Background: an optimization exercise with open tools, aiming at small area. Do not read the settings as production practice.
In this exercise RTL edits were held to simulation tests only and were not proved equivalent to the original.
Power is estimated from default activity; no workload was simulated.

==> flow/design.v (outline; a module is shown in full before it is edited, if it fits) <==
// module SisArrayMM: 3514 lines
// module bpp: 3 lines
// module oai22: 3 lines
// module nor2: 3 lines
// module bpp0: 3 lines
// module fa: 4 lines
// module ha: 4 lines
// module xor2: 3 lines
// module or2: 3 lines
module SisArrayMM #(
    parameter data_size = 16,
    parameter grid_size = 3
    ) (
    input  wire clk,
    input  wire reset,
    input  wire [data_size - 1 : 0] a1,
    input  wire [data_size - 1 : 0] a2,
    input  wire [data_size - 1 : 0] a3,
    input  wire [data_size - 1 : 0] b1,
    input  wire [data_size - 1 : 0] b2,
    input  wire [data_size - 1 : 0] b3,
    output wire [data_size - 1 : 0] c13,
    output wire [data_size - 1 : 0] c23,
    output wire [data_size - 1 : 0] c31,
    output wire [data_size - 1 : 0] c32,
    output wire [data_size - 1 : 0] c33
    );
  // ...
==> flow/flow/run.sh <==
#!/bin/bash
# Layout flow: the standard ORFS flow (standard.sh), unchanged except
# that the port buffers that global placement inserts are sky130 buf_1
# cells instead of the default delay buffer (clkdlybuf4s50_1); the resizer
# still resizes them as timing and slew need.
set -uo pipefail
bash standard.sh synth > synth.log 2>&1 || exit 1
bash standard.sh "BUFFER_PORTS_ARGS=-buffer_cell sky130_fd_sc_hd__buf_1" finish > layout.log 2>&1
==> flow/standard.sh <==
#!/bin/bash
# synth_recipe.tcl (not shown) runs the flow's synth.tcl, then flattens the netlist and writes it again
# the make line also repeats each setting of config.mk as NAME=value (left out here)
make -C /OpenROAD-flow-scripts/flow DESIGN_CONFIG=/design/flow/config.mk WORK_HOME=/design/flow/orfs CLKGATE_MAP_FILE= SYNTH_SCRIPT=/design/flow/synth_recipe.tcl "${@:-finish}"
==> flow/config.mk <==
export PLATFORM = sky130hd
export DESIGN_NAME = SisArrayMM
export DESIGN_NICKNAME = SisArrayMM
export VERILOG_FILES = /design/flow/design.v
export SDC_FILE = /design/flow/constraint.sdc
export NUM_CORES = 4
export LEC_CHECK = 0
export CAP_MARGIN = 20
export CORE_MARGIN = 2
export CORE_UTILIZATION = 60
export SLEW_MARGIN = 20
export SYNTH_HIERARCHICAL = 1
export SYNTH_MINIMUM_KEEP_SIZE = 0
==> flow/constraint.sdc <==
create_clock -name core_clock -period 8.0 [get_ports {clk}]
set_input_delay 1.6000 -clock core_clock [delete_from_list [all_inputs] [get_ports {clk}]]
set_output_delay 1.6000 -clock core_clock [all_outputs]
set_load 0.01 [all_outputs]
==> summary.md, run 1 <==
| Metric | Value |
|---|---|
| Status | `timing/DRC/antenna clean` |
| Seq area share | `15.9%` |
| H-tree depth | `1` |
| Startpoint Class | `input port` |
| Final Hold Slack | `326 ps` |
| Die Footprint | `47900 um^2` |
| X dimension of the die | `219 um` |
| Share of synthesized area spent on multiplexers | `0%` |
| Met1 WL | `37.9 mm` |
| End of the worst register-to-register path | `p32[12]` |
| Global-route wire length before repair | `148 mm` |
| Internal power contribution | `0.00933 W` |
| Vias in the first global route | `23800` |
| Sequential cell area fraction in the yosys report | `18.1%` |
| Post-detailed-routing wire length | `99.0 mm` |
| DRT iter0 DRCs | `3047` |
| Main power group | `combinational cells` |
| Actual transition at the worst max-transition pin | `1170 ps` |
| Filler Cell Count | `3540` |
| Most common cell after layout, fill and taps aside | `sky130_fd_sc_hd__o22ai_1` |
| Pwr Density | `537 nW/um^2` |
| Met3 Wirelength | `13.4 mm` |
| Worst Setup Slack post-DPL | `-180 ps` |
| Clock-pin slew on the worst setup and hold paths | `60 ps` |
| Type of the tightest min-delay check | `reg -> reg` |
==> inputs of run 2 (changes only) <==
--- a/flow/design.v
+++ b/flow/design.v
@@ -30,21 +30,21 @@
         b1_1 <= ~b1;
         b1_2 <= b1_1;
         b2_1 <= ~b2;
     end
     assign c23 = r23;
     assign c32 = r32;
     assign c33 = r33;
     wire [15:0] nb1 = ~b1, nb2 = ~b2, nb3 = ~b3;
-    reg [16:0] r13;
-    reg [16:0] r31;
-    reg [17:0] p23;
+    reg [15:0] r13;
+    reg [15:0] r31;
+    reg [16:0] p23;
     reg [15:0] r23;
-    reg [17:0] p32;
+    reg [16:0] p32;
     reg [15:0] r32;
     reg [17:0] q1;
     reg [15:0] q2;
     reg [15:0] r33;
     wire bo_1 = ~(a3[0] ^ 1'b0);
     wire bt_2 = ~((a3[1] ^ a3[0]) & (a3[0] ~^ 1'b0));
     wire bo_3 = ~(a3[2] ^ a3[1]);
     wire bt_4 = ~((a3[3] ^ a3[2]) & (a3[2] ~^ a3[1]));
@@ -407,50 +407,49 @@
     wire x_289 = x_286 ^ x_287;
     wire x_290 = x_288 ^ x_289;
     wire x_291 = c_269 ^ c_271;
     wire x_292 = x_290 ^ x_291;
     wire x_293 = c_273 ^ x_292;
     wire x_294 = c_275 ^ x_293;
     wire x_295 = x_294 ^ c_277;
     wire x_296 = x_295 ^ c_279;
+    wire x_297 = x_296 ^ c_281;
     always @(posedge clk) r13[0] <= ~rz & bs_18;
     always @(posedge clk) r13[1] <= ~rz & s_170;
     always @(posedge clk) r13[2] <= ~rz & s_172;
     always @(posedge clk) r13[3] <= ~rz & s_176;
     always @(posedge clk) r13[4] <= ~rz & s_180;
     always @(posedge clk) r13[5] <= ~rz & s_186;
     always @(posedge clk) r13[6] <= ~rz & s_192;
     always @(posedge clk) r13[7] <= ~rz & s_200;
     always @(posedge clk) r13[8] <= ~rz & s_208;
     always @(posedge clk) r13[9] <= ~rz & s_218;
     always @(posedge clk) r13[10] <= ~rz & s_228;
     always @(posedge clk) r13[11] <= ~rz & s_240;
     always @(posedge clk) r13[12] <= ~rz & s_252;
     always @(posedge clk) r13[13] <= ~rz & s_266;
     always @(posedge clk) r13[14] <= ~rz & s_280;
-    always @(posedge clk) r13[15] <= ~rz & x_296;
-    always @(posedge clk) r13[16] <= ~rz & c_281;
-    wire x_297 = r13[15] ^ r13[16];
+    always @(posedge clk) r13[15] <= ~rz & x_297;
     assign c13[0] = r13[0];
     assign c13[1] = r13[1];
     assign c13[2] = r13[2];
     assign c13[3] = r13[3];
     assign c13[4] = r13[4];
     assign c13[5] = r13[5];
     assign c13[6] = r13[6];
     assign c13[7] = r13[7];
     assign c13[8] = r13[8];
     assign c13[9] = r13[9];
     assign c13[10] = r13[10];
     assign c13[11] = r13[11];
     assign c13[12] = r13[12];
     assign c13[13] = r13[13];
     assign c13[14] = r13[14];
-    assign c13[15] = x_297;
+    assign c13[15] = r13[15];
     wire bo_298 = ~(b3[0] ^ 1'b0);
     wire bt_299 = ~((b3[1] ^ b3[0]) & (b3[0] ~^ 1'b0));
     wire bo_300 = ~(b3[2] ^ b3[1]);
     wire bt_301 = ~((b3[3] ^ b3[2]) & (b3[2] ~^ b3[1]));
     wire bo_302 = ~(b3[4] ^ b3[3]);
     wire bt_303 = ~((b3[5] ^ b3[4]) & (b3[4] ~^ b3[3]));
     wire bo_304 = ~(b3[6] ^ b3[5]);
     wire bt_305 = ~((b3[7] ^ b3[6]) & (b3[6] ~^ b3[5]));
@@ -809,50 +808,49 @@
     wire x_586 = x_583 ^ x_584;
     wire x_587 = x_585 ^ x_586;
     wire x_588 = c_566 ^ c_568;
     wire x_589 = x_587 ^ x_588;
     wire x_590 = c_570 ^ x_589;
     wire x_591 = c_572 ^ x_590;
     wire x_592 = x_591 ^ c_574;
     wire x_593 = x_592 ^ c_576;
+    wire x_594 = x_593 ^ c_578;
     always @(posedge clk) r31[0] <= ~rz & bs_315;
     always @(posedge clk) r31[1] <= ~rz & s_467;
     always @(posedge clk) r31[2] <= ~rz & s_469;
     always @(posedge clk) r31[3] <= ~rz & s_473;
     always @(posedge clk) r31[4] <= ~rz & s_477;
     always @(posedge clk) r31[5] <= ~rz & s_483;
     always @(posedge clk) r31[6] <= ~rz & s_489;
     always @(posedge clk) r31[7] <= ~rz & s_497;
     always @(posedge clk) r31[8] <= ~rz & s_505;
     always @(posedge clk) r31[9] <= ~rz & s_515;
     always @(posedge clk) r31[10] <= ~rz & s_525;
     always @(posedge clk) r31[11] <= ~rz & s_537;
     always @(posedge clk) r31[12] <= ~rz & s_549;
     always @(posedge clk) r31[13] <= ~rz & s_563;
     always @(posedge clk) r31[14] <= ~rz & s_577;
-    always @(posedge clk) r31[15] <= ~rz & x_593;
-    always @(posedge clk) r31[16] <= ~rz & c_578;
-    wire x_594 = r31[15] ^ r31[16];
+    always @(posedge clk) r31[15] <= ~rz & x_594;
     assign c31[0] = r31[0];
     assign c31[1] = r31[1];
     assign c31[2] = r31[2];
     assign c31[3] = r31[3];
     assign c31[4] = r31[4];
     assign c31[5] = r31[5];
     assign c31[6] = r31[6];
     assign c31[7] = r31[7];
     assign c31[8] = r31[8];
     assign c31[9] = r31[9];
     assign c31[10] = r31[10];
     assign c31[11] = r31[11];
     assign c31[12] = r31[12];
     assign c31[13] = r31[13];
     assign c31[14] = r31[14];
-    assign c31[15] = x_594;
+    assign c31[15] = r31[15];
     wire bp_595, bs_596;
     nor2 ubs_596 (.a(bo_1), .b(b2_1[0]), .y(bs_596));
     nor2 ubp_595 (.a(nn_19), .b(bs_596), .y(bp_595));
     wire bp_597, bs_598;
     oai22 ubs_598 (.a1(bo_1), .a2(b2_1[1]), .b1(bt_2), .b2(b2_1[0]), .y(bs_598));
     xor2 ubp_597 (.a(bs_598), .b(a3[1]), .y(bp_597));
     wire bp_599, bs_600;
     oai22 ubs_600 (.a1(bo_1), .a2(b2_1[2]), .b1(bt_2), .b2(b2_1[1]), .y(bs_600));
@@ -1509,113 +1507,112 @@
     fa us_1108 (.a(s_1100), .b(c_1077), .c(s_1102), .s(s_1108), .co(c_1109));
     wire s_1110, c_1111;
     fa us_1110 (.a(s_1104), .b(c_1079), .c(s_1106), .s(s_1110), .co(c_1111));
     wire s_1112, c_1113;
     fa us_1112 (.a(c_1081), .b(s_1108), .c(c_1083), .s(s_1112), .co(c_1113));
     wire s_1114, c_1115;
     fa us_1114 (.a(s_1110), .b(s_1112), .c(c_1085), .s(s_1114), .co(c_1115));
     wire s_1116, c_1117;
-    fa us_1116 (.a(bs_736), .b(bs_903), .c(bp_623), .s(s_1116), .co(c_1117));
+    fa us_1116 (.a(c_1087), .b(s_1114), .c(c_1089), .s(s_1116), .co(c_1117));
     wire s_1118, c_1119;
-    fa us_1118 (.a(bp_651), .b(bp_675), .c(bp_695), .s(s_1118), .co(c_1119));
+    fa us_1118 (.a(bs_736), .b(bs_903), .c(bp_623), .s(s_1118), .co(c_1119));
     wire s_1120, c_1121;
-    fa us_1120 (.a(bp_711), .b(bp_723), .c(bp_731), .s(s_1120), .co(c_1121));
+    fa us_1120 (.a(bp_651), .b(bp_675), .c(bp_695), .s(s_1120), .co(c_1121));
     wire s_1122, c_1123;
-    fa us_1122 (.a(bp_784), .b(bp_813), .c(bp_838), .s(s_1122), .co(c_1123));
+    fa us_1122 (.a(bp_711), .b(bp_723), .c(bp_731), .s(s_1122), .co(c_1123));
     wire s_1124, c_1125;
-    fa us_1124 (.a(bp_859), .b(bp_876), .c(bp_889), .s(s_1124), .co(c_1125));
+    fa us_1124 (.a(bp_784), .b(bp_813), .c(bp_838), .s(s_1124), .co(c_1125));
     wire s_1126, c_1127;
-    fa us_1126 (.a(bp_898), .b(c_1091), .c(c_1093), .s(s_1126), .co(c_1127));
+    fa us_1126 (.a(bp_859), .b(bp_876), .c(bp_889), .s(s_1126), .co(c_1127));
     wire s_1128, c_1129;
-    fa us_1128 (.a(c_1095), .b(c_1097), .c(c_1099), .s(s_1128), .co(c_1129));
+    fa us_1128 (.a(bp_898), .b(c_1091), .c(c_1093), .s(s_1128), .co(c_1129));
     wire s_1130, c_1131;
-    fa us_1130 (.a(s_1116), .b(s_1118), .c(s_1120), .s(s_1130), .co(c_1131));
+    fa us_1130 (.a(c_1095), .b(c_1097), .c(c_1099), .s(s_1130), .co(c_1131));
     wire s_1132, c_1133;
-    fa us_1132 (.a(s_1122), .b(s_1124), .c(c_1101), .s(s_1132), .co(c_1133));
+    fa us_1132 (.a(s_1118), .b(s_1120), .c(s_1122), .s(s_1132), .co(c_1133));
     wire s_1134, c_1135;
-    fa us_1134 (.a(c_1103), .b(c_1105), .c(s_1126), .s(s_1134), .co(c_1135));
+    fa us_1134 (.a(s_1124), .b(s_1126), .c(c_1101), .s(s_1134), .co(c_1135));
     wire s_1136, c_1137;
-    fa us_1136 (.a(s_1128), .b(s_1130), .c(c_1107), .s(s_1136), .co(c_1137));
+    fa us_1136 (.a(c_1103), .b(c_1105), .c(s_1128), .s(s_1136), .co(c_1137));
     wire s_1138, c_1139;
-    fa us_1138 (.a(s_1132), .b(c_1109), .c(s_1134), .s(s_1138), .co(c_1139));
+    fa us_1138 (.a(s_1130), .b(s_1132), .c(c_1107), .s(s_1138), .co(c_1139));
     wire s_1140, c_1141;
-    fa us_1140 (.a(s_1136), .b(c_1111), .c(s_1138), .s(s_1140), .co(c_1141));
+    fa us_1140 (.a(s_1134), .b(c_1109), .c(s_1136), .s(s_1140), .co(c_1141));
     wire s_1142, c_1143;
-    fa us_1142 (.a(c_1113), .b(s_1140), .c(c_1115), .s(s_1142), .co(c_1143));
-    wire x_1144 = bs_626 ^ bs_654;
-    wire x_1145 = bs_678 ^ bs_698;
-    wire x_1146 = bs_714 ^ bs_726;
-    wire x_1147 = bs_734 ^ bs_738;
-    wire x_1148 = bs_787 ^ bs_816;
-    wire x_1149 = bs_841 ^ bs_862;
-    wire x_1150 = bs_879 ^ bs_892;
-    wire x_1151 = bs_901 ^ bs_906;
-    wire x_1152 = bp_735 ^ np_169;
-    wire x_1153 = bp_902 ^ np_907;
-    wire x_1154 = x_1144 ^ x_1145;
-    wire x_1155 = x_1146 ^ x_1147;
-    wire x_1156 = x_1148 ^ x_1149;
-    wire x_1157 = x_1150 ^ x_1151;
-    wire x_1158 = x_1152 ^ x_1153;
-    wire x_1159 = x_1154 ^ x_1155;
-    wire x_1160 = x_1156 ^ x_1157;
-    wire x_1161 = c_1117 ^ x_1158;
-    wire x_1162 = x_1159 ^ x_1160;
-    wire x_1163 = c_1119 ^ c_1121;
-    wire x_1164 = c_1123 ^ c_1125;
-    wire x_1165 = x_1161 ^ x_1162;
-    wire x_1166 = x_1163 ^ x_1164;
-    wire x_1167 = x_1165 ^ x_1166;
-    wire x_1168 = c_1127 ^ c_1129;
-    wire x_1169 = c_1131 ^ x_1167;
-    wire x_1170 = x_1168 ^ c_1133;
-    wire x_1171 = x_1169 ^ x_1170;
-    wire x_1172 = c_1135 ^ x_1171;
-    wire x_1173 = c_1137 ^ x_1172;
-    wire x_1174 = c_1139 ^ x_1173;
-    wire x_1175 = x_1174 ^ c_1141;
-    wire x_1176 = x_1175 ^ c_1143;
+    fa us_1142 (.a(s_1138), .b(c_1111), .c(s_1140), .s(s_1142), .co(c_1143));
+    wire s_1144, c_1145;
+    fa us_1144 (.a(c_1113), .b(s_1142), .c(c_1115), .s(s_1144), .co(c_1145));
+    wire x_1146 = bs_626 ^ bs_654;
+    wire x_1147 = bs_678 ^ bs_698;
+    wire x_1148 = bs_714 ^ bs_726;
+    wire x_1149 = bs_734 ^ bs_738;
+    wire x_1150 = bs_787 ^ bs_816;
+    wire x_1151 = bs_841 ^ bs_862;
+    wire x_1152 = bs_879 ^ bs_892;
+    wire x_1153 = bs_901 ^ bs_906;
+    wire x_1154 = bp_735 ^ np_169;
+    wire x_1155 = bp_902 ^ np_907;
+    wire x_1156 = x_1146 ^ x_1147;
+    wire x_1157 = x_1148 ^ x_1149;
+    wire x_1158 = x_1150 ^ x_1151;
+    wire x_1159 = x_1152 ^ x_1153;
+    wire x_1160 = x_1154 ^ x_1155;
+    wire x_1161 = x_1156 ^ x_1157;
+    wire x_1162 = x_1158 ^ x_1159;
+    wire x_1163 = c_1119 ^ x_1160;
+    wire x_1164 = x_1161 ^ x_1162;
+    wire x_1165 = c_1121 ^ c_1123;
+    wire x_1166 = c_1125 ^ c_1127;
+    wire x_1167 = x_1163 ^ x_1164;
+    wire x_1168 = x_1165 ^ x_1166;
+    wire x_1169 = x_1167 ^ x_1168;
+    wire x_1170 = c_1129 ^ c_1131;
+    wire x_1171 = c_1133 ^ x_1169;
+    wire x_1172 = x_1170 ^ c_1135;
+    wire x_1173 = x_1171 ^ x_1172;
+    wire x_1174 = c_1137 ^ x_1173;
+    wire x_1175 = c_1139 ^ x_1174;
+    wire x_1176 = c_1141 ^ x_1175;
+    wire x_1177 = x_1176 ^ c_1143;
+    wire x_1178 = x_1177 ^ c_1145;
     always @(posedge clk) p23[0] <= s_908;
     always @(posedge clk) p23[1] <= s_912;
     always @(posedge clk) p23[2] <= s_918;
     always @(posedge clk) p23[3] <= s_926;
     always @(posedge clk) p23[4] <= s_936;
     always @(posedge clk) p23[5] <= s_948;
     always @(posedge clk) p23[6] <= s_962;
     always @(posedge clk) p23[7] <= s_978;
     always @(posedge clk) p23[8] <= s_996;
     always @(posedge clk) p23[9] <= s_1016;
     always @(posedge clk) p23[10] <= s_1038;
     always @(posedge clk) p23[11] <= s_1062;
     always @(posedge clk) p23[12] <= s_1088;
-    always @(posedge clk) p23[13] <= c_1087;
-    always @(posedge clk) p23[14] <= s_1114;
-    always @(posedge clk) p23[15] <= c_1089;
-    always @(posedge clk) p23[16] <= s_1142;
-    always @(posedge clk) p23[17] <= x_1176;
-    wire s_1177, c_1178;
-    fa us_1177 (.a(p23[13]), .b(p23[14]), .c(p23[15]), .s(s_1177), .co(c_1178));
+    always @(posedge clk) p23[13] <= s_1116;
+    always @(posedge clk) p23[14] <= s_1144;
+    always @(posedge clk) p23[15] <= c_1117;
+    always @(posedge clk) p23[16] <= x_1178;
     wire s_1179, c_1180;
-    ha us_1179 (.a(p23[16]), .b(c_1178), .s(s_1179), .co(c_1180));
-    wire x_1181 = p23[17] ^ c_1180;
+    ha us_1179 (.a(p23[14]), .b(p23[15]), .s(s_1179), .co(c_1180));
+    wire x_1181 = p23[16] ^ c_1180;
     always @(posedge clk) r23[0] <= ~rz & p23[0];
     always @(posedge clk) r23[1] <= ~rz & p23[1];
     always @(posedge clk) r23[2] <= ~rz & p23[2];
     always @(posedge clk) r23[3] <= ~rz & p23[3];
     always @(posedge clk) r23[4] <= ~rz & p23[4];
     always @(posedge clk) r23[5] <= ~rz & p23[5];
     always @(posedge clk) r23[6] <= ~rz & p23[6];
     always @(posedge clk) r23[7] <= ~rz & p23[7];
     always @(posedge clk) r23[8] <= ~rz & p23[8];
     always @(posedge clk) r23[9] <= ~rz & p23[9];
     always @(posedge clk) r23[10] <= ~rz & p23[10];
     always @(posedge clk) r23[11] <= ~rz & p23[11];
     always @(posedge clk) r23[12] <= ~rz & p23[12];
-    always @(posedge clk) r23[13] <= ~rz & s_1177;
+    always @(posedge clk) r23[13] <= ~rz & p23[13];
     always @(posedge clk) r23[14] <= ~rz & s_1179;
     always @(posedge clk) r23[15] <= ~rz & x_1181;
     wire bp_1182, bs_1183;
     nor2 ubs_1183 (.a(bo_298), .b(a2_1[0]), .y(bs_1183));
     nor2 ubp_1182 (.a(nn_316), .b(bs_1183), .y(bp_1182));
     wire bp_1184, bs_1185;
     oai22 ubs_1185 (.a1(bo_298), .a2(a2_1[1]), .b1(bt_299), .b2(a2_1[0]), .y(bs_1185));
     xor2 ubp_1184 (.a(bs_1185), .b(b3[1]), .y(bp_1184));
@@ -2274,113 +2271,112 @@
     fa us_1695 (.a(s_1687), .b(c_1664), .c(s_1689), .s(s_1695), .co(c_1696));
     wire s_1697, c_1698;
     fa us_1697 (.a(s_1691), .b(c_1666), .c(s_1693), .s(s_1697), .co(c_1698));
     wire s_1699, c_1700;
     fa us_1699 (.a(c_1668), .b(s_1695), .c(c_1670), .s(s_1699), .co(c_1700));
     wire s_1701, c_1702;
     fa us_1701 (.a(s_1697), .b(s_1699), .c(c_1672), .s(s_1701), .co(c_1702));
     wire s_1703, c_1704;
-    fa us_1703 (.a(bs_1323), .b(bs_1490), .c(bp_1210), .s(s_1703), .co(c_1704));
+    fa us_1703 (.a(c_1674), .b(s_1701), .c(c_1676), .s(s_1703), .co(c_1704));
     wire s_1705, c_1706;
-    fa us_1705 (.a(bp_1238), .b(bp_1262), .c(bp_1282), .s(s_1705), .co(c_1706));
+    fa us_1705 (.a(bs_1323), .b(bs_1490), .c(bp_1210), .s(s_1705), .co(c_1706));
     wire s_1707, c_1708;
-    fa us_1707 (.a(bp_1298), .b(bp_1310), .c(bp_1318), .s(s_1707), .co(c_1708));
+    fa us_1707 (.a(bp_1238), .b(bp_1262), .c(bp_1282), .s(s_1707), .co(c_1708));
     wire s_1709, c_1710;
-    fa us_1709 (.a(bp_1371), .b(bp_1400), .c(bp_1425), .s(s_1709), .co(c_1710));
+    fa us_1709 (.a(bp_1298), .b(bp_1310), .c(bp_1318), .s(s_1709), .co(c_1710));
     wire s_1711, c_1712;
-    fa us_1711 (.a(bp_1446), .b(bp_1463), .c(bp_1476), .s(s_1711), .co(c_1712));
+    fa us_1711 (.a(bp_1371), .b(bp_1400), .c(bp_1425), .s(s_1711), .co(c_1712));
     wire s_1713, c_1714;
-    fa us_1713 (.a(bp_1485), .b(c_1678), .c(c_1680), .s(s_1713), .co(c_1714));
+    fa us_1713 (.a(bp_1446), .b(bp_1463), .c(bp_1476), .s(s_1713), .co(c_1714));
     wire s_1715, c_1716;
-    fa us_1715 (.a(c_1682), .b(c_1684), .c(c_1686), .s(s_1715), .co(c_1716));
+    fa us_1715 (.a(bp_1485), .b(c_1678), .c(c_1680), .s(s_1715), .co(c_1716));
     wire s_1717, c_1718;
-    fa us_1717 (.a(s_1703), .b(s_1705), .c(s_1707), .s(s_1717), .co(c_1718));
+    fa us_1717 (.a(c_1682), .b(c_1684), .c(c_1686), .s(s_1717), .co(c_1718));
     wire s_1719, c_1720;
-    fa us_1719 (.a(s_1709), .b(s_1711), .c(c_1688), .s(s_1719), .co(c_1720));
+    fa us_1719 (.a(s_1705), .b(s_1707), .c(s_1709), .s(s_1719), .co(c_1720));
     wire s_1721, c_1722;
-    fa us_1721 (.a(c_1690), .b(c_1692), .c(s_1713), .s(s_1721), .co(c_1722));
+    fa us_1721 (.a(s_1711), .b(s_1713), .c(c_1688), .s(s_1721), .co(c_1722));
     wire s_1723, c_1724;
-    fa us_1723 (.a(s_1715), .b(s_1717), .c(c_1694), .s(s_1723), .co(c_1724));
+    fa us_1723 (.a(c_1690), .b(c_1692), .c(s_1715), .s(s_1723), .co(c_1724));
     wire s_1725, c_1726;
-    fa us_1725 (.a(s_1719), .b(c_1696), .c(s_1721), .s(s_1725), .co(c_1726));
+    fa us_1725 (.a(s_1717), .b(s_1719), .c(c_1694), .s(s_1725), .co(c_1726));
     wire s_1727, c_1728;
-    fa us_1727 (.a(s_1723), .b(c_1698), .c(s_1725), .s(s_1727), .co(c_1728));
+    fa us_1727 (.a(s_1721), .b(c_1696), .c(s_1723), .s(s_1727), .co(c_1728));
     wire s_1729, c_1730;
-    fa us_1729 (.a(c_1700), .b(s_1727), .c(c_1702), .s(s_1729), .co(c_1730));
-    wire x_1731 = bs_1213 ^ bs_1241;
-    wire x_1732 = bs_1265 ^ bs_1285;
-    wire x_1733 = bs_1301 ^ bs_1313;
-    wire x_1734 = bs_1321 ^ bs_1325;
-    wire x_1735 = bs_1374 ^ bs_1403;
-    wire x_1736 = bs_1428 ^ bs_1449;
-    wire x_1737 = bs_1466 ^ bs_1479;
-    wire x_1738 = bs_1488 ^ bs_1493;
-    wire x_1739 = bp_1322 ^ np_466;
-    wire x_1740 = bp_1489 ^ np_1494;
-    wire x_1741 = x_1731 ^ x_1732;
-    wire x_1742 = x_1733 ^ x_1734;
-    wire x_1743 = x_1735 ^ x_1736;
-    wire x_1744 = x_1737 ^ x_1738;
-    wire x_1745 = x_1739 ^ x_1740;
-    wire x_1746 = x_1741 ^ x_1742;
-    wire x_1747 = x_1743 ^ x_1744;
-    wire x_1748 = c_1704 ^ x_1745;
-    wire x_1749 = x_1746 ^ x_1747;
-    wire x_1750 = c_1706 ^ c_1708;
-    wire x_1751 = c_1710 ^ c_1712;
-    wire x_1752 = x_1748 ^ x_1749;
-    wire x_1753 = x_1750 ^ x_1751;
-    wire x_1754 = x_1752 ^ x_1753;
-    wire x_1755 = c_1714 ^ c_1716;
-    wire x_1756 = c_1718 ^ x_1754;
-    wire x_1757 = x_1755 ^ c_1720;
-    wire x_1758 = x_1756 ^ x_1757;
-    wire x_1759 = c_1722 ^ x_1758;
-    wire x_1760 = c_1724 ^ x_1759;
-    wire x_1761 = c_1726 ^ x_1760;
-    wire x_1762 = x_1761 ^ c_1728;
-    wire x_1763 = x_1762 ^ c_1730;
+    fa us_1729 (.a(s_1725), .b(c_1698), .c(s_1727), .s(s_1729), .co(c_1730));
+    wire s_1731, c_1732;
+    fa us_1731 (.a(c_1700), .b(s_1729), .c(c_1702), .s(s_1731), .co(c_1732));
+    wire x_1733 = bs_1213 ^ bs_1241;
+    wire x_1734 = bs_1265 ^ bs_1285;
+    wire x_1735 = bs_1301 ^ bs_1313;
+    wire x_1736 = bs_1321 ^ bs_1325;
+    wire x_1737 = bs_1374 ^ bs_1403;
+    wire x_1738 = bs_1428 ^ bs_1449;
+    wire x_1739 = bs_1466 ^ bs_1479;
+    wire x_1740 = bs_1488 ^ bs_1493;
+    wire x_1741 = bp_1322 ^ np_466;
+    wire x_1742 = bp_1489 ^ np_1494;
+    wire x_1743 = x_1733 ^ x_1734;
+    wire x_1744 = x_1735 ^ x_1736;
+    wire x_1745 = x_1737 ^ x_1738;
+    wire x_1746 = x_1739 ^ x_1740;
+    wire x_1747 = x_1741 ^ x_1742;
+    wire x_1748 = x_1743 ^ x_1744;
+    wire x_1749 = x_1745 ^ x_1746;
+    wire x_1750 = c_1706 ^ x_1747;
+    wire x_1751 = x_1748 ^ x_1749;
+    wire x_1752 = c_1708 ^ c_1710;
+    wire x_1753 = c_1712 ^ c_1714;
+    wire x_1754 = x_1750 ^ x_1751;
+    wire x_1755 = x_1752 ^ x_1753;
+    wire x_1756 = x_1754 ^ x_1755;
+    wire x_1757 = c_1716 ^ c_1718;
+    wire x_1758 = c_1720 ^ x_1756;
+    wire x_1759 = x_1757 ^ c_1722;
+    wire x_1760 = x_1758 ^ x_1759;
+    wire x_1761 = c_1724 ^ x_1760;
+    wire x_1762 = c_1726 ^ x_1761;
+    wire x_1763 = c_1728 ^ x_1762;
+    wire x_1764 = x_1763 ^ c_1730;
+    wire x_1765 = x_1764 ^ c_1732;
     always @(posedge clk) p32[0] <= s_1495;
     always @(posedge clk) p32[1] <= s_1499;
     always @(posedge clk) p32[2] <= s_1505;
     always @(posedge clk) p32[3] <= s_1513;
     always @(posedge clk) p32[4] <= s_1523;
     always @(posedge clk) p32[5] <= s_1535;
     always @(posedge clk) p32[6] <= s_1549;
     always @(posedge clk) p32[7] <= s_1565;
     always @(posedge clk) p32[8] <= s_1583;
     always @(posedge clk) p32[9] <= s_1603;
     always @(posedge clk) p32[10] <= s_1625;
     always @(posedge clk) p32[11] <= s_1649;
     always @(posedge clk) p32[12] <= s_1675;
-    always @(posedge clk) p32[13] <= c_1674;
-    always @(posedge clk) p32[14] <= s_1701;
-    always @(posedge clk) p32[15] <= c_1676;
-    always @(posedge clk) p32[16] <= s_1729;
-    always @(posedge clk) p32[17] <= x_1763;
-    wire s_1764, c_1765;
-    fa us_1764 (.a(p32[13]), .b(p32[14]), .c(p32[15]), .s(s_1764), .co(c_1765));
+    always @(posedge clk) p32[13] <= s_1703;
+    always @(posedge clk) p32[14] <= s_1731;
+    always @(posedge clk) p32[15] <= c_1704;
+    always @(posedge clk) p32[16] <= x_1765;
     wire s_1766, c_1767;
-    ha us_1766 (.a(p32[16]), .b(c_1765), .s(s_1766), .co(c_1767));
-    wire x_1768 = p32[17] ^ c_1767;
+    ha us_1766 (.a(p32[14]), .b(p32[15]), .s(s_1766), .co(c_1767));
+    wire x_1768 = p32[16] ^ c_1767;
     always @(posedge clk) r32[0] <= ~rz & p32[0];
     always @(posedge clk) r32[1] <= ~rz & p32[1];
     always @(posedge clk) r32[2] <= ~rz & p32[2];
     always @(posedge clk) r32[3] <= ~rz & p32[3];
     always @(posedge clk) r32[4] <= ~rz & p32[4];
     always @(posedge clk) r32[5] <= ~rz & p32[5];
     always @(posedge clk) r32[6] <= ~rz & p32[6];
     always @(posedge clk) r32[7] <= ~rz & p32[7];
     always @(posedge clk) r32[8] <= ~rz & p32[8];
     always @(posedge clk) r32[9] <= ~rz & p32[9];
     always @(posedge clk) r32[10] <= ~rz & p32[10];
     always @(posedge clk) r32[11] <= ~rz & p32[11];
     always @(posedge clk) r32[12] <= ~rz & p32[12];
-    always @(posedge clk) r32[13] <= ~rz & s_1764;
+    always @(posedge clk) r32[13] <= ~rz & p32[13];
     always @(posedge clk) r32[14] <= ~rz & s_1766;
     always @(posedge clk) r32[15] <= ~rz & x_1768;
     wire bo_1769 = ~(a1[0] ^ 1'b0);
     wire bt_1770 = ~((a1[1] ^ a1[0]) & (a1[0] ~^ 1'b0));
     wire bo_1771 = ~(a1[2] ^ a1[1]);
     wire bt_1772 = ~((a1[3] ^ a1[2]) & (a1[2] ~^ a1[1]));
     wire bo_1773 = ~(a1[4] ^ a1[3]);
     wire bt_1774 = ~((a1[5] ^ a1[4]) & (a1[4] ~^ a1[3]));
@@ -3273,53 +3269,53 @@
     fa us_2444 (.a(s_2434), .b(s_2436), .c(s_2438), .s(s_2444), .co(c_2445));
     wire s_2446, c_2447;
     fa us_2446 (.a(c_2407), .b(s_2440), .c(c_2409), .s(s_2446), .co(c_2447));
     wire s_2448, c_2449;
     fa us_2448 (.a(s_2442), .b(s_2444), .c(c_2411), .s(s_2448), .co(c_2449));
     wire s_2450, c_2451;
     fa us_2450 (.a(s_2446), .b(c_2413), .c(s_2448), .s(s_2450), .co(c_2451));
     wire s_2452, c_2453;
-    fa us_2452 (.a(bs_1924), .b(bs_2071), .c(bs_2215), .s(s_2452), .co(c_2453));
+    fa us_2452 (.a(c_2415), .b(s_2450), .c(c_2417), .s(s_2452), .co(c_2453));
     wire s_2454, c_2455;
-    fa us_2454 (.a(bp_1810), .b(bp_1839), .c(bp_1864), .s(s_2454), .co(c_2455));
+    fa us_2454 (.a(bs_1924), .b(bs_2071), .c(bs_2215), .s(s_2454), .co(c_2455));
     wire s_2456, c_2457;
-    fa us_2456 (.a(bp_1885), .b(bp_1902), .c(bp_1915), .s(s_2456), .co(c_2457));
+    fa us_2456 (.a(bp_1810), .b(bp_1839), .c(bp_1864), .s(s_2456), .co(c_2457));
     wire s_2458, c_2459;
-    fa us_2458 (.a(bp_1962), .b(bp_1990), .c(bp_2014), .s(s_2458), .co(c_2459));
+    fa us_2458 (.a(bp_1885), .b(bp_1902), .c(bp_1915), .s(s_2458), .co(c_2459));
     wire s_2460, c_2461;
-    fa us_2460 (.a(bp_2034), .b(bp_2050), .c(bp_2062), .s(s_2460), .co(c_2461));
+    fa us_2460 (.a(bp_1962), .b(bp_1990), .c(bp_2014), .s(s_2460), .co(c_2461));
     wire s_2462, c_2463;
-    fa us_2462 (.a(bp_2106), .b(bp_2134), .c(bp_2158), .s(s_2462), .co(c_2463));
+    fa us_2462 (.a(bp_2034), .b(bp_2050), .c(bp_2062), .s(s_2462), .co(c_2463));
     wire s_2464, c_2465;
-    fa us_2464 (.a(bp_2178), .b(bp_2194), .c(bp_2206), .s(s_2464), .co(c_2465));
+    fa us_2464 (.a(bp_2106), .b(bp_2134), .c(bp_2158), .s(s_2464), .co(c_2465));
     wire s_2466, c_2467;
-    fa us_2466 (.a(s_2452), .b(c_2419), .c(c_2421), .s(s_2466), .co(c_2467));
+    fa us_2466 (.a(bp_2178), .b(bp_2194), .c(bp_2206), .s(s_2466), .co(c_2467));
     wire s_2468, c_2469;
-    fa us_2468 (.a(c_2423), .b(c_2425), .c(c_2427), .s(s_2468), .co(c_2469));
+    fa us_2468 (.a(s_2454), .b(c_2419), .c(c_2421), .s(s_2468), .co(c_2469));
     wire s_2470, c_2471;
-    fa us_2470 (.a(c_2429), .b(c_2431), .c(s_2454), .s(s_2470), .co(c_2471));
+    fa us_2470 (.a(c_2423), .b(c_2425), .c(c_2427), .s(s_2470), .co(c_2471));
     wire s_2472, c_2473;
-    fa us_2472 (.a(s_2456), .b(s_2458), .c(s_2460), .s(s_2472), .co(c_2473));
+    fa us_2472 (.a(c_2429), .b(c_2431), .c(s_2456), .s(s_2472), .co(c_2473));
     wire s_2474, c_2475;
-    fa us_2474 (.a(s_2462), .b(s_2464), .c(c_2433), .s(s_2474), .co(c_2475));
+    fa us_2474 (.a(s_2458), .b(s_2460), .c(s_2462), .s(s_2474), .co(c_2475));
     wire s_2476, c_2477;
-    fa us_2476 (.a(c_2435), .b(c_2437), .c(c_2439), .s(s_2476), .co(c_2477));
+    fa us_2476 (.a(s_2464), .b(s_2466), .c(c_2433), .s(s_2476), .co(c_2477));
     wire s_2478, c_2479;
-    fa us_2478 (.a(s_2466), .b(s_2468), .c(s_2470), .s(s_2478), .co(c_2479));
+    fa us_2478 (.a(c_2435), .b(c_2437), .c(c_2439), .s(s_2478), .co(c_2479));
     wire s_2480, c_2481;
-    fa us_2480 (.a(s_2472), .b(c_2441), .c(s_2474), .s(s_2480), .co(c_2481));
+    fa us_2480 (.a(s_2468), .b(s_2470), .c(s_2472), .s(s_2480), .co(c_2481));
     wire s_2482, c_2483;
-    fa us_2482 (.a(c_2443), .b(c_2445), .c(s_2476), .s(s_2482), .co(c_2483));
+    fa us_2482 (.a(s_2474), .b(c_2441), .c(s_2476), .s(s_2482), .co(c_2483));
     wire s_2484, c_2485;
-    fa us_2484 (.a(s_2478), .b(c_2447), .c(s_2480), .s(s_2484), .co(c_2485));
+    fa us_2484 (.a(c_2443), .b(c_2445), .c(s_2478), .s(s_2484), .co(c_2485));
     wire s_2486, c_2487;
-    fa us_2486 (.a(s_2482), .b(c_2449), .c(s_2484), .s(s_2486), .co(c_2487));
+    fa us_2486 (.a(s_2480), .b(c_2447), .c(s_2482), .s(s_2486), .co(c_2487));
     wire s_2488, c_2489;
-    ha us_2488 (.a(c_2451), .b(s_2486), .s(s_2488), .co(c_2489));
+    fa us_2488 (.a(s_2484), .b(c_2449), .c(s_2486), .s(s_2488), .co(c_2489));
     wire s_2490, c_2491;
     fa us_2490 (.a(bp_1812), .b(bp_1841), .c(bp_1866), .s(s_2490), .co(c_2491));
     wire s_2492, c_2493;
     fa us_2492 (.a(bp_1887), .b(bp_1904), .c(bp_1917), .s(s_2492), .co(c_2493));
     wire s_2494, c_2495;
     fa us_2494 (.a(bp_1923), .b(bp_1926), .c(bp_1964), .s(s_2494), .co(c_2495));
     wire s_2496, c_2497;
     fa us_2496 (.a(bp_1992), .b(bp_2016), .c(bp_2036), .s(s_2496), .co(c_2497));
@@ -3327,41 +3323,41 @@
     fa us_2498 (.a(bp_2052), .b(bp_2064), .c(bp_2070), .s(s_2498), .co(c_2499));
     wire s_2500, c_2501;
     fa us_2500 (.a(bp_2072), .b(bp_2108), .c(bp_2136), .s(s_2500), .co(c_2501));
     wire s_2502, c_2503;
     fa us_2502 (.a(bp_2160), .b(bp_2180), .c(bp_2196), .s(s_2502), .co(c_2503));
     wire s_2504, c_2505;
     fa us_2504 (.a(bp_2208), .b(bp_2214), .c(bp_2216), .s(s_2504), .co(c_2505));
     wire s_2506, c_2507;
-    fa us_2506 (.a(c_2453), .b(c_2455), .c(c_2457), .s(s_2506), .co(c_2507));
+    fa us_2506 (.a(c_2455), .b(c_2457), .c(c_2459), .s(s_2506), .co(c_2507));
     wire s_2508, c_2509;
-    fa us_2508 (.a(c_2459), .b(c_2461), .c(c_2463), .s(s_2508), .co(c_2509));
+    fa us_2508 (.a(c_2461), .b(c_2463), .c(c_2465), .s(s_2508), .co(c_2509));
     wire s_2510, c_2511;
-    fa us_2510 (.a(c_2465), .b(s_2490), .c(s_2492), .s(s_2510), .co(c_2511));
+    fa us_2510 (.a(c_2467), .b(s_2490), .c(s_2492), .s(s_2510), .co(c_2511));
     wire s_2512, c_2513;
     fa us_2512 (.a(s_2494), .b(s_2496), .c(s_2498), .s(s_2512), .co(c_2513));
     wire s_2514, c_2515;
     fa us_2514 (.a(s_2500), .b(s_2502), .c(s_2504), .s(s_2514), .co(c_2515));
     wire s_2516, c_2517;
-    fa us_2516 (.a(c_2467), .b(c_2469), .c(c_2471), .s(s_2516), .co(c_2517));
+    fa us_2516 (.a(c_2469), .b(c_2471), .c(c_2473), .s(s_2516), .co(c_2517));
     wire s_2518, c_2519;
-    fa us_2518 (.a(c_2473), .b(s_2506), .c(s_2508), .s(s_2518), .co(c_2519));
+    fa us_2518 (.a(c_2475), .b(s_2506), .c(s_2508), .s(s_2518), .co(c_2519));
     wire s_2520, c_2521;
     fa us_2520 (.a(s_2510), .b(s_2512), .c(s_2514), .s(s_2520), .co(c_2521));
     wire s_2522, c_2523;
-    fa us_2522 (.a(c_2475), .b(c_2477), .c(c_2479), .s(s_2522), .co(c_2523));
+    fa us_2522 (.a(c_2477), .b(c_2479), .c(c_2481), .s(s_2522), .co(c_2523));
     wire s_2524, c_2525;
     fa us_2524 (.a(s_2516), .b(s_2518), .c(s_2520), .s(s_2524), .co(c_2525));
     wire s_2526, c_2527;
-    fa us_2526 (.a(c_2481), .b(c_2483), .c(s_2522), .s(s_2526), .co(c_2527));
+    fa us_2526 (.a(c_2483), .b(c_2485), .c(s_2522), .s(s_2526), .co(c_2527));
     wire s_2528, c_2529;
-    fa us_2528 (.a(s_2524), .b(c_2485), .c(s_2526), .s(s_2528), .co(c_2529));
+    fa us_2528 (.a(s_2524), .b(c_2487), .c(s_2526), .s(s_2528), .co(c_2529));
     wire s_2530, c_2531;
-    fa us_2530 (.a(c_2487), .b(s_2528), .c(c_2489), .s(s_2530), .co(c_2531));
+    ha us_2530 (.a(c_2489), .b(s_2528), .s(s_2530), .co(c_2531));
     wire s_2532, c_2533;
     fa us_2532 (.a(bs_1933), .b(bs_2079), .c(bs_2223), .s(s_2532), .co(c_2533));
     wire s_2534, c_2535;
     fa us_2534 (.a(bp_1814), .b(bp_1843), .c(bp_1868), .s(s_2534), .co(c_2535));
     wire s_2536, c_2537;
     fa us_2536 (.a(bp_1889), .b(bp_1906), .c(bp_1919), .s(s_2536), .co(c_2537));
     wire s_2538, c_2539;
     fa us_2538 (.a(bp_1928), .b(bp_1966), .c(bp_1994), .s(s_2538), .co(c_2539));
@@ -3458,48 +3454,46 @@
     always @(posedge clk) q1[3] <= s_2252;
     always @(posedge clk) q1[4] <= s_2266;
     always @(posedge clk) q1[5] <= s_2284;
     always @(posedge clk) q1[6] <= s_2304;
     always @(posedge clk) q1[7] <= s_2328;
     always @(posedge clk) q1[8] <= s_2354;
     always @(posedge clk) q1[9] <= s_2384;
     always @(posedge clk) q1[10] <= s_2416;
-    always @(posedge clk) q1[11] <= c_2415;
-    always @(posedge clk) q1[12] <= s_2450;
-    always @(posedge clk) q1[13] <= c_2417;
-    always @(posedge clk) q1[14] <= s_2488;
+    always @(posedge clk) q1[11] <= s_2452;
+    always @(posedge clk) q1[12] <= c_2451;
+    always @(posedge clk) q1[13] <= s_2488;
+    always @(posedge clk) q1[14] <= c_2453;
     always @(posedge clk) q1[15] <= s_2530;
     always @(posedge clk) q1[16] <= s_2574;
     always @(posedge clk) q1[17] <= x_2626;
     wire s_2627, c_2628;
-    fa us_2627 (.a(q1[11]), .b(q1[12]), .c(q1[13]), .s(s_2627), .co(c_2628));
+    fa us_2627 (.a(q1[12]), .b(q1[13]), .c(q1[14]), .s(s_2627), .co(c_2628));
     wire s_2629, c_2630;
-    ha us_2629 (.a(q1[14]), .b(c_2628), .s(s_2629), .co(c_2630));
+    ha us_2629 (.a(q1[15]), .b(c_2628), .s(s_2629), .co(c_2630));
     wire s_2631, c_2632;
-    ha us_2631 (.a(q1[15]), .b(c_2630), .s(s_2631), .co(c_2632));
-    wire s_2633, c_2634;
-    ha us_2633 (.a(q1[16]), .b(c_2632), .s(s_2633), .co(c_2634));
-    wire x_2635 = q1[17] ^ c_2634;
+    ha us_2631 (.a(q1[16]), .b(c_2630), .s(s_2631), .co(c_2632));
+    wire x_2633 = q1[17] ^ c_2632;
     always @(posedge clk) q2[0] <= q1[0];
     always @(posedge clk) q2[1] <= q1[1];
     always @(posedge clk) q2[2] <= q1[2];
     always @(posedge clk) q2[3] <= q1[3];
     always @(posedge clk) q2[4] <= q1[4];
     always @(posedge clk) q2[5] <= q1[5];
     always @(posedge clk) q2[6] <= q1[6];
     always @(posedge clk) q2[7] <= q1[7];
     always @(posedge clk) q2[8] <= q1[8];
     always @(posedge clk) q2[9] <= q1[9];
     always @(posedge clk) q2[10] <= q1[10];
-    always @(posedge clk) q2[11] <= s_2627;
-    always @(posedge clk) q2[12] <= s_2629;
-    always @(posedge clk) q2[13] <= s_2631;
-    always @(posedge clk) q2[14] <= s_2633;
-    always @(posedge clk) q2[15] <= x_2635;
+    always @(posedge clk) q2[11] <= q1[11];
+    always @(posedge clk) q2[12] <= s_2627;
+    always @(posedge clk) q2[13] <= s_2629;
+    always @(posedge clk) q2[14] <= s_2631;
+    always @(posedge clk) q2[15] <= x_2633;
     always @(posedge clk) r33[0] <= ~rz & q2[0];
     always @(posedge clk) r33[1] <= ~rz & q2[1];
     always @(posedge clk) r33[2] <= ~rz & q2[2];
     always @(posedge clk) r33[3] <= ~rz & q2[3];
     always @(posedge clk) r33[4] <= ~rz & q2[4];
     always @(posedge clk) r33[5] <= ~rz & q2[5];
     always @(posedge clk) r33[6] <= ~rz & q2[6];
     always @(posedge clk) r33[7] <= ~rz & q2[7];
==> flow/config.mk (replaced) <==
export PLATFORM = sky130hd
export DESIGN_NAME = SisArrayMM
export DESIGN_NICKNAME = SisArrayMM
export VERILOG_FILES = /design/flow/design.v
export SDC_FILE = /design/flow/constraint.sdc
export NUM_CORES = 4
export LEC_CHECK = 0
export CAP_MARGIN = 20
export CORE_MARGIN = 2
export CORE_UTILIZATION = 60
export CTS_CLUSTER_DIAMETER = 70
export CTS_CLUSTER_SIZE = 30
export SLEW_MARGIN = 20
export SYNTH_HIERARCHICAL = 1
export SYNTH_MINIMUM_KEEP_SIZE = 0
==> summary.md, run 2 <==
| Metric | Value |
|---|---|
| Clock sinks | `246` |
| Die Footprint | `47300 um^2 (-1.2%)` |
| CP Data Arrival Time | `7740 ps` |
| Unrepaired setup endpoints after global routing | `false` |
| Row count | `78` |
| Post-synthesis instance area | `27300 um^2` |
| Number of buffers added by the clock tree synthesis step | `25` |
| Registers with the highest flip-flop counts | `q1 (18), p23 (17), p32 (17)` |
| Max-slew violation count | `0` |
| Number of warnings printed during yosys synthesis | `7` |
| Area of all placed cells without fillers | `31100 um^2` |
| Ratio of routed vias to standard cells | `6.66` |
| Slew margin rel. | `37.0%` |
| Final std cells w/o fill | `3484` |
| Number of failing setup endpoints in the final timing report | `0` |
| Leak | `12.6 nW` |
| Peak ir drop on the vdd network | `1.16 mV` |
| Sequential cell area fraction in the yosys report | `18.0% (-0.065 points)` |
| Worst setup skew after layout | `19.2 ps` |
| Number of nets in the synthesized netlist | `3154` |
| Largest register by flop count | `q1` |
| Placed wire-length estimate | `78.5 mm` |
| Area share of the leading cell type in the synthesized netlist | `36.4%` |
| Placed Instances | `3438` |
| Max Cap Viol | `0` |
| Count of cells along the worst hold path | `0` |
| Total iterations of the first detailed-routing run | `7` |
| Mean instance size in the synthesized netlist | `10.8 um^2` |
| Layout cell share with drive strength beyond 1 | `8.39%` |
| List of most frequent post-synthesis cells | `sky130_fd_sc_hd__o22ai_1, sky130_fd_sc_hd__xor2_1, sky130_fd_sc_hd__fa_1` |
| Most frequent cells in the layout | `sky130_fd_sc_hd__o22ai_1, sky130_fd_sc_hd__xor2_1, sky130_fd_sc_hd__fa_1` |
| Hold path startpoint | `q1[5]` |
| R2R Setup Slk | `1750 ps` |
| Synthesis-to-finish area growth | `13.7%` |
| Achievable clock frequency | `138 MHz` |
| Worst-case hold path end point | `q2[5]` |
| X dimension of the die | `217 um (-0.61%)` |
| Register bit count reported by yosys | `246` |
| End of the worst register-to-register path | `r13[15]` |
| Antenna violations before repair | `4` |
| Setup bufs post-CTS | `0` |
| Count of flip-flops with a built-in enable after synthesis | `0` |
| Fraction of registers with async set/reset | `0%` |
| Total global routing overflow | `0` |
| Initial Util | `60.5%` |
| DRC viols | `0` |
| Startpoint Class | `input port` |
| Vias in the first global route | `24000 (+0.94%)` |
| Maximum fanout along the worst path | `6` |
| Pwr Density | `565 nW/um^2 (+5.3%)` |
| Hold-fix buffers at CTS | `0` |
| Most repeated cell in the gate-level netlist after synthesis | `sky130_fd_sc_hd__o22ai_1` |
| Final net count | `3493` |
| Number of resized instances in the post-cts repair step | `0` |
| Type of the tightest min-delay check | `reg -> reg` |
| Critical R2R Launch | `b1_2[0]` |
| Clock tree root buffer cell | `sky130_fd_sc_hd__clkbuf_16` |
| Bufs on Longest Clock Path | `3` |
| Chip Height | `217 um` |
| Quantity of I/O buffers inserted on ports | `177` |
| Actual transition at the worst max-transition pin | `939 ps (-233 ps)` |
| Area of the core region | `45200 um^2` |
| Later-pin clock latency in the skew report | `590 ps` |
| Global-route wire length before repair | `150 mm (+1.4%)` |
| Time the final worst path needs with I/O delays and setup | `7260 ps` |
| Flip-flop count of the largest register after layout | `18` |
| Per-cell routed wire length | `28.4 um` |
| Synth Instances | `2526` |
| Endpoints failing hold | `0` |
| Placer congestion estimate | `1.06` |
| Instance area at placement | `30000 um^2` |
| Most common cell after layout, fill and taps aside | `sky130_fd_sc_hd__o22ai_1` |
| Setup tns final | `0 ps` |
| FF-to-FF path depth | `21` |
| Crit end category | `flip-flop` |
| Clock-pin slew on the worst setup and hold paths | `90 ps (+30 ps)` |
| DRT iter0 DRCs | `3286 (+7.8%)` |
| Distinct cell type count of the synthesized netlist | `19` |
| I/O Pins | `178` |
| Critical setup path kind | `in -> reg` |
| Status | `timing/DRC/antenna clean` |
| Total number of vias | `23200` |
| Post-synth top area cell | `sky130_fd_sc_hd__fa_1` |
| Maximum number of pins on one net before global-route repair | `77` |
| Fin crit share | `90.8%` |
| Critical path data required time | `8480 ps` |
| Most used flip-flop cell after synthesis | `sky130_fd_sc_hd__dfxtp_1` |
| Leading cell types by total area after synthesis | `sky130_fd_sc_hd__fa_1, sky130_fd_sc_hd__dfxtp_1, sky130_fd_sc_hd__xor2_1` |
| Tot GR Track Use | `42.8%` |
| Post-DRT Antenna Nets | `0` |
| CTS tree | `built` |
| Post-detailed-routing wire length | `98.9 mm (-0.18%)` |
| H-tree depth | `1 (unchanged)` |
[run 2: cell count changes in the layout (fill, tap and decap cells not counted), sizes merged]
| cell | previous run | this run |
|---|---|---|
| and2 | 78 | 76 |
| buf | 361 | 338 |
| bufinv | 5 | 1 |
| clkbuf | 41 | 34 |
| clkinv | 10 | 5 |
| clkinvlp | 4 | 3 |
| dfxtp | 250 | 246 |
| diode | 3 | 1 |
| ha | 34 | 33 |
| inv | 92 | 100 |
| xnor2 | 173 | 177 |
| xor2 | 530 | 526 |
[run 2: critical path, stage by stage]
cell and delay, ps:
sky130_fd_sc_hd__buf_1 250, sky130_fd_sc_hd__nor3_1 110, sky130_fd_sc_hd__a21oi_1 510, sky130_fd_sc_hd__buf_4 250, sky130_fd_sc_hd__o22ai_1 90, sky130_fd_sc_hd__xor2_1 300
sky130_fd_sc_hd__fa_1 530, sky130_fd_sc_hd__fa_1 530, sky130_fd_sc_hd__fa_1 430, sky130_fd_sc_hd__fa_1 420, sky130_fd_sc_hd__fa_1 540, sky130_fd_sc_hd__fa_1 420
sky130_fd_sc_hd__ha_1 210, sky130_fd_sc_hd__fa_1 390, sky130_fd_sc_hd__xor2_1 180, sky130_fd_sc_hd__xnor2_1 250, sky130_fd_sc_hd__xnor2_1 160, sky130_fd_sc_hd__xnor3_1 410
sky130_fd_sc_hd__xnor3_1 180
[run 2: Yosys stat by module (local to each module, per instance)]
module      times used  flops+latches
xor2               504              0
fa                 497              0
nor2               144              0
ha                  33              0
SisArrayMM           1            246
oai22              576              0
[run 2: worst max path at each step]
stage,start,end
after detailed placement,a1[1],q1[11]
final,a1[3],q1[17]
after floorplan,a2[0],q1[11]
after global placement,a3[1],r13[15]
after global routing,a3[1],r13[15]
after CTS,a3[1],r13[15]
[run 2: kinds of logic after synthesis]
logic type	share of synthesized area (%)
adders and majority gates	37.9
AOI/OAI and AO/OA	13.8
and+or+nand+nor	5.03
xor gates and xnor gates	23.4
DFF	18.0
buffers and inverters	1.79
[run 2: metal layers]
metal	global-route usage, %	part of all wire (%)	up-vias
met5	0	0.023	-
met4	17.8	5.0	4
met3	14.5	14	306
met2	59.4	41	1916
met1	61.4	40	11500
li1	-	-	9515
[run 2: stage by stage]
stage | setup slack, ps | power, W | hold WS (ps) | utilization [%]
after floorplan | 6.96 | 0.0114 | 310 | -
after global placement | 285 | 0.0152 | 311 | 66.5
after detailed placement | 264 | 0.0156 | 312 | 66.5
after CTS | 868 | 0.0174 | 320 | 68.7
after global routing | 565 | 0.0190 | 317 | 68.8
final | 737 | 0.0176 | 321 | 68.8
[run 2: final cells by class]
class,instances,area (um^2)
Multi-Input combinational cell,2156,22000
Fill cell,3478,14100
Sequential cell,246,4920
Timing Repair Buffer,347,2000
Tap cell,600,751
Clock buffer,25,626
Clock inverter,20,393
Inverter,89,342
Antenna cell,1,2.50
[run 2: power breakdown]
group	internal, W	switching (W)
Sequential	0.00177	0.000144
Combinational	0.00696	0.00725
Clock	0.000700	0.000732
==> inputs of run 3 (changes only) <==
--- a/flow/config.mk
+++ b/flow/config.mk
@@ -9,6 +9,6 @@
 export CORE_MARGIN = 2
 export CORE_UTILIZATION = 60
-export CTS_CLUSTER_DIAMETER = 70
-export CTS_CLUSTER_SIZE = 30
+export CTS_CLUSTER_DIAMETER = 100
+export CTS_CLUSTER_SIZE = 24
 export SLEW_MARGIN = 20
 export SYNTH_HIERARCHICAL = 1
==> summary.md, run 3 <==
| Metric | Value |
|---|---|
| Distinct cell type count of the synthesized netlist | `19 (unchanged)` |
| Bufs on Longest Clock Path | `3 (unchanged)` |
| Peak ir drop on the vdd network | `1.16 mV (-0.41%)` |
| Critical path data required time | `8410 ps (-70 ps)` |
| Most frequent cells in the layout | `sky130_fd_sc_hd__o22ai_1, sky130_fd_sc_hd__xor2_1, sky130_fd_sc_hd__fa_1` |
| Flip-flop count of the largest register after layout | `18 (unchanged)` |
| Later-pin clock latency in the skew report | `550 ps (-40 ps)` |
| Chip Height | `217 um (unchanged)` |
| Fraction of met1 tracks used by global routing | `61.1% (-0.23 points)` |
| Hold-fix buffers at CTS | `0 (unchanged)` |
| Global routing usage on met3 | `13.8% (-0.61 points)` |
| Placer congestion estimate | `1.06 (unchanged)` |
| Fin crit share | `91.6% (+0.81 points)` |
| Post-Route Utilization | `67.7% (-1.0 points)` |
| Worst Setup Slack post-DPL | `264 ps (unchanged)` |
| Post-synthesis instance area | `27300 um^2 (unchanged)` |
| Tot GR Track Use | `42.4% (-0.47 points)` |
| Sequential cell area fraction in the yosys report | `18.0% (unchanged)` |
| Leak | `12.4 nW (-1.7%)` |
| Total iterations of the first detailed-routing run | `8 (+1)` |
| Area share of the leading cell type in the synthesized netlist | `36.4% (unchanged)` |
| Final Hold Slack | `310 ps (-10.7 ps)` |
| Register bit count reported by yosys | `246 (unchanged)` |
| Registers with the highest flip-flop counts | `q1 (18), p23 (17), p32 (17)` |
| Number of resized instances in the post-cts repair step | `0 (unchanged)` |
| Critical Path Start | `a2[5]` |
| Row count | `78 (unchanged)` |
| Startpoint Class | `input port` |
| H-tree depth | `1 (unchanged)` |
| Time the final worst path needs with I/O delays and setup | `7330 ps (+65.1 ps)` |
| Number of nets in the synthesized netlist | `3154 (unchanged)` |
| Post-detailed-routing wire length | `98.1 mm (-0.73%)` |
| Initial Util | `60.5% (unchanged)` |
| Total number of vias | `23100 (-0.53%)` |
| Status | `timing/DRC/antenna clean` |
| Setup tns final | `0 ps (unchanged)` |
| Placed wire-length estimate | `78.5 mm (unchanged)` |
| Post-synth top area cell | `sky130_fd_sc_hd__fa_1` |
| Maximum fanout along the worst path | `11 (+5)` |
| Endpoints failing hold | `0 (unchanged)` |
| Number of failing setup endpoints in the final timing report | `0 (unchanged)` |
| Crit end category | `flip-flop` |
| DRT iter0 DRCs | `3148 (-4.2%)` |
| Critical setup path kind | `in -> reg` |
| Smallest setup slack after layout | `672 ps (-65.1 ps)` |
| Actual transition at the worst max-transition pin | `934 ps (-4.65 ps)` |
| DRC viols | `0 (unchanged)` |
| Met2 Resource Use GR | `58.6% (-0.82 points)` |
| Worst setup skew after layout | `29.9 ps (+10.6 ps)` |
| Critical R2R Launch | `b1_2[0]` |
| Max-slew violation count | `0 (unchanged)` |
| FF-to-FF path depth | `21 (unchanged)` |
| Vias in the first global route | `23800 (-0.90%)` |
| Quantity of I/O buffers inserted on ports | `177 (unchanged)` |
| Clock-pin slew on the worst setup and hold paths | `110 ps (+20 ps)` |
| List of most frequent post-synthesis cells | `sky130_fd_sc_hd__o22ai_1, sky130_fd_sc_hd__xor2_1, sky130_fd_sc_hd__fa_1` |
| Max Cap Viol | `0 (unchanged)` |
| Largest register by flop count | `q1` |
| Hold path startpoint | `q1[3]` |
| Count of cells along the worst hold path | `0 (unchanged)` |
| Setup bufs post-CTS | `0 (unchanged)` |
| Unrepaired setup endpoints after global routing | `false` |
| Post-DRT Antenna Nets | `0 (unchanged)` |
| Pwr Density | `550 nW/um^2 (-2.7%)` |
| Antenna violations before repair | `5 (+1)` |
| Die Footprint | `47300 um^2 (unchanged)` |
| Clock sinks | `246 (unchanged)` |
| Slew margin rel. | `37.6% (+0.69 points)` |
| Count of flip-flops with a built-in enable after synthesis | `0 (unchanged)` |
| X dimension of the die | `217 um (unchanged)` |
| Maximum number of pins on one net before global-route repair | `77 (unchanged)` |
| Number of buffers added by the clock tree synthesis step | `17 (-32%)` |
| Most repeated cell in the gate-level netlist after synthesis | `sky130_fd_sc_hd__o22ai_1` |
| Synthesis-to-finish area growth | `12.0%` |
| CTS tree | `built` |
| Most congested layer reported by global routing | `met1` |
| Leading cell types by total area after synthesis | `sky130_fd_sc_hd__fa_1, sky130_fd_sc_hd__dfxtp_1, sky130_fd_sc_hd__xor2_1` |
| Achievable clock frequency | `136 MHz (-0.89%)` |
| Clock tree root buffer cell | `sky130_fd_sc_hd__clkbuf_16` |
| CP Data Arrival Time | `7740 ps (about the same)` |
| Type of the tightest min-delay check | `reg -> reg` |
| Synth Instances | `2526 (unchanged)` |
| Number of warnings printed during yosys synthesis | `7 (unchanged)` |
| Ratio of routed vias to standard cells | `6.66 (about the same)` |
| Mean instance size in the synthesized netlist | `10.8 um^2 (unchanged)` |
| Total global routing overflow | `0 (unchanged)` |
| Most common cell after layout, fill and taps aside | `sky130_fd_sc_hd__o22ai_1` |
| Layout cell share with drive strength beyond 1 | `7.79% (-0.61 points)` |
| Most used flip-flop cell after synthesis | `sky130_fd_sc_hd__dfxtp_1` |
| Final net count | `3485 (-0.23%)` |
| Area of the core region | `45200 um^2 (unchanged)` |
| I/O Pins | `178 (unchanged)` |
| Global-route wire length before repair | `148 mm (-0.90%)` |
| Per-cell routed wire length | `28.3 um (-0.21%)` |
| Fraction of registers with async set/reset | `0% (unchanged)` |
-- run 3: Yosys stat by module, one instance, submodules excluded --
| module | flip-flops and latches | copies in the design |
|---|---|---|
| xor2 | 0 | 504 |
| nor2 | 0 | 144 |
| oai22 | 0 | 576 |
| SisArrayMM | 246 | 1 |
| fa | 0 | 497 |
| ha | 0 | 33 |
-- run 3: kinds of logic (layout without fill, tap and decap cells) --
group                      count (synthesis)  count (layout)  synth area share, %
and+or+nand+nor                          301             301                 5.03
buffers and inverters                    124             462                 1.79
xor gates and xnor gates                 714             714                 23.4
other                                      0               2                    0
adders and majority gates                530             530                 37.9
DFF                                      246             246                 18.0
AOI/OAI and AO/OA                        611             611                 13.8
-- run 3: stage by stage --
step / cells / area [um^2] / power [W]
after floorplan: 2526 / 27400 / 0.0114
after global placement: 3438 / 30000 / 0.0152
after detailed placement: 3438 / 30000 / 0.0156
after CTS: 3464 / 30600 / 0.0167
after global routing: 3466 / 30600 / 0.0183
final: 3466 / 30600 / 0.0168
-- run 3: cell type report --
cell class | instances | area [um^2]
inverters | 89 | 342
fillers | 3558 | 14600
well taps | 600 | 751
clock inverters | 9 | 134
multi-input cells | 2156 | 22000
diodes | 2 | 5.00
repair buffers | 347 | 2000
flip-flops and latches | 246 | 4920
clock buffers | 17 | 425
-- run 3: worst max-delay path, cell delays in order --
cell	delay, ps
sky130_fd_sc_hd__clkbuf_2	240
sky130_fd_sc_hd__inv_1	400
sky130_fd_sc_hd__nor3_1	80
sky130_fd_sc_hd__a21oi_1	190
sky130_fd_sc_hd__buf_4	240
sky130_fd_sc_hd__o22ai_1	110
sky130_fd_sc_hd__xor2_1	260
sky130_fd_sc_hd__fa_1	490
sky130_fd_sc_hd__fa_1	500
sky130_fd_sc_hd__fa_1	440
sky130_fd_sc_hd__fa_1	450
sky130_fd_sc_hd__fa_1	530
sky130_fd_sc_hd__fa_1	420
sky130_fd_sc_hd__ha_1	210
sky130_fd_sc_hd__fa_1	380
sky130_fd_sc_hd__xor2_1	170
sky130_fd_sc_hd__xnor2_1	250
sky130_fd_sc_hd__xnor2_1	160
sky130_fd_sc_hd__xnor3_1	410
sky130_fd_sc_hd__xnor3_1	180
-- run 3: final timing paths --
check | to | slack (ps)
min | q2[3] | 310
max reg2reg | r13[15] | 1740
max | q1[17] | 670
min reg2reg | q2[3] | 310
-- run 3: report_power, final --
| group | internal [W] | switching (W) |
|---|---|---|
| sequential | 0.00177 | 0.000142 |
| combinational | 0.00688 | 0.00707 |
| clock | 0.000447 | 0.000519 |
| total | 0.00910 | 0.00773 |
-- run 3: routing by layer --
metal  part of all wire, %  vias to the layer above
met5                 0.023                        -
met4                   5.2                        4
met3                    15                      309
met2                    40                     1869
met1                    40                    11400
li1                      -                     9472

re-timing with driven ports:
In the flow no input, the clock included, has a driving cell. The finished layouts below were timed again as built, in two steps. Step 1, drivers: a clkbuf_16 drives clk and a buf_2 each remaining input, both assumed. Step 2, shift: input delay + t, output delay - t, t = (earliest + latest rising clock arrival at the registers) / 2. This alone moves slack from input paths to output paths. a / b / c = ideal ports / drivers / drivers and shift; a / b = the first two.
run | t, ns | slack for setup (ns) | clock arrival spread, ns | worst data-port slew with drivers (ns) | cell pins on the clock port's net
run 1 | 0.665 | 0.449 / 0.487 / -0.178 | 0.016 / 0.015 | 0.11 | 1
run 2 | 0.649 | 0.737 / 0.763 / 0.113 | 0.022 / 0.023 | 0.18 | 1
run 3 | 0.597 | 0.672 / 0.710 / 0.113 | 0.030 / 0.030 | 0.19 | 1
With both steps, setup timing fails in run 1, where it was met with ideal ports. For run 1, which loses most, drivers alone change the setup slack by +0.038 ns; drivers and shift together by -0.627 ns.
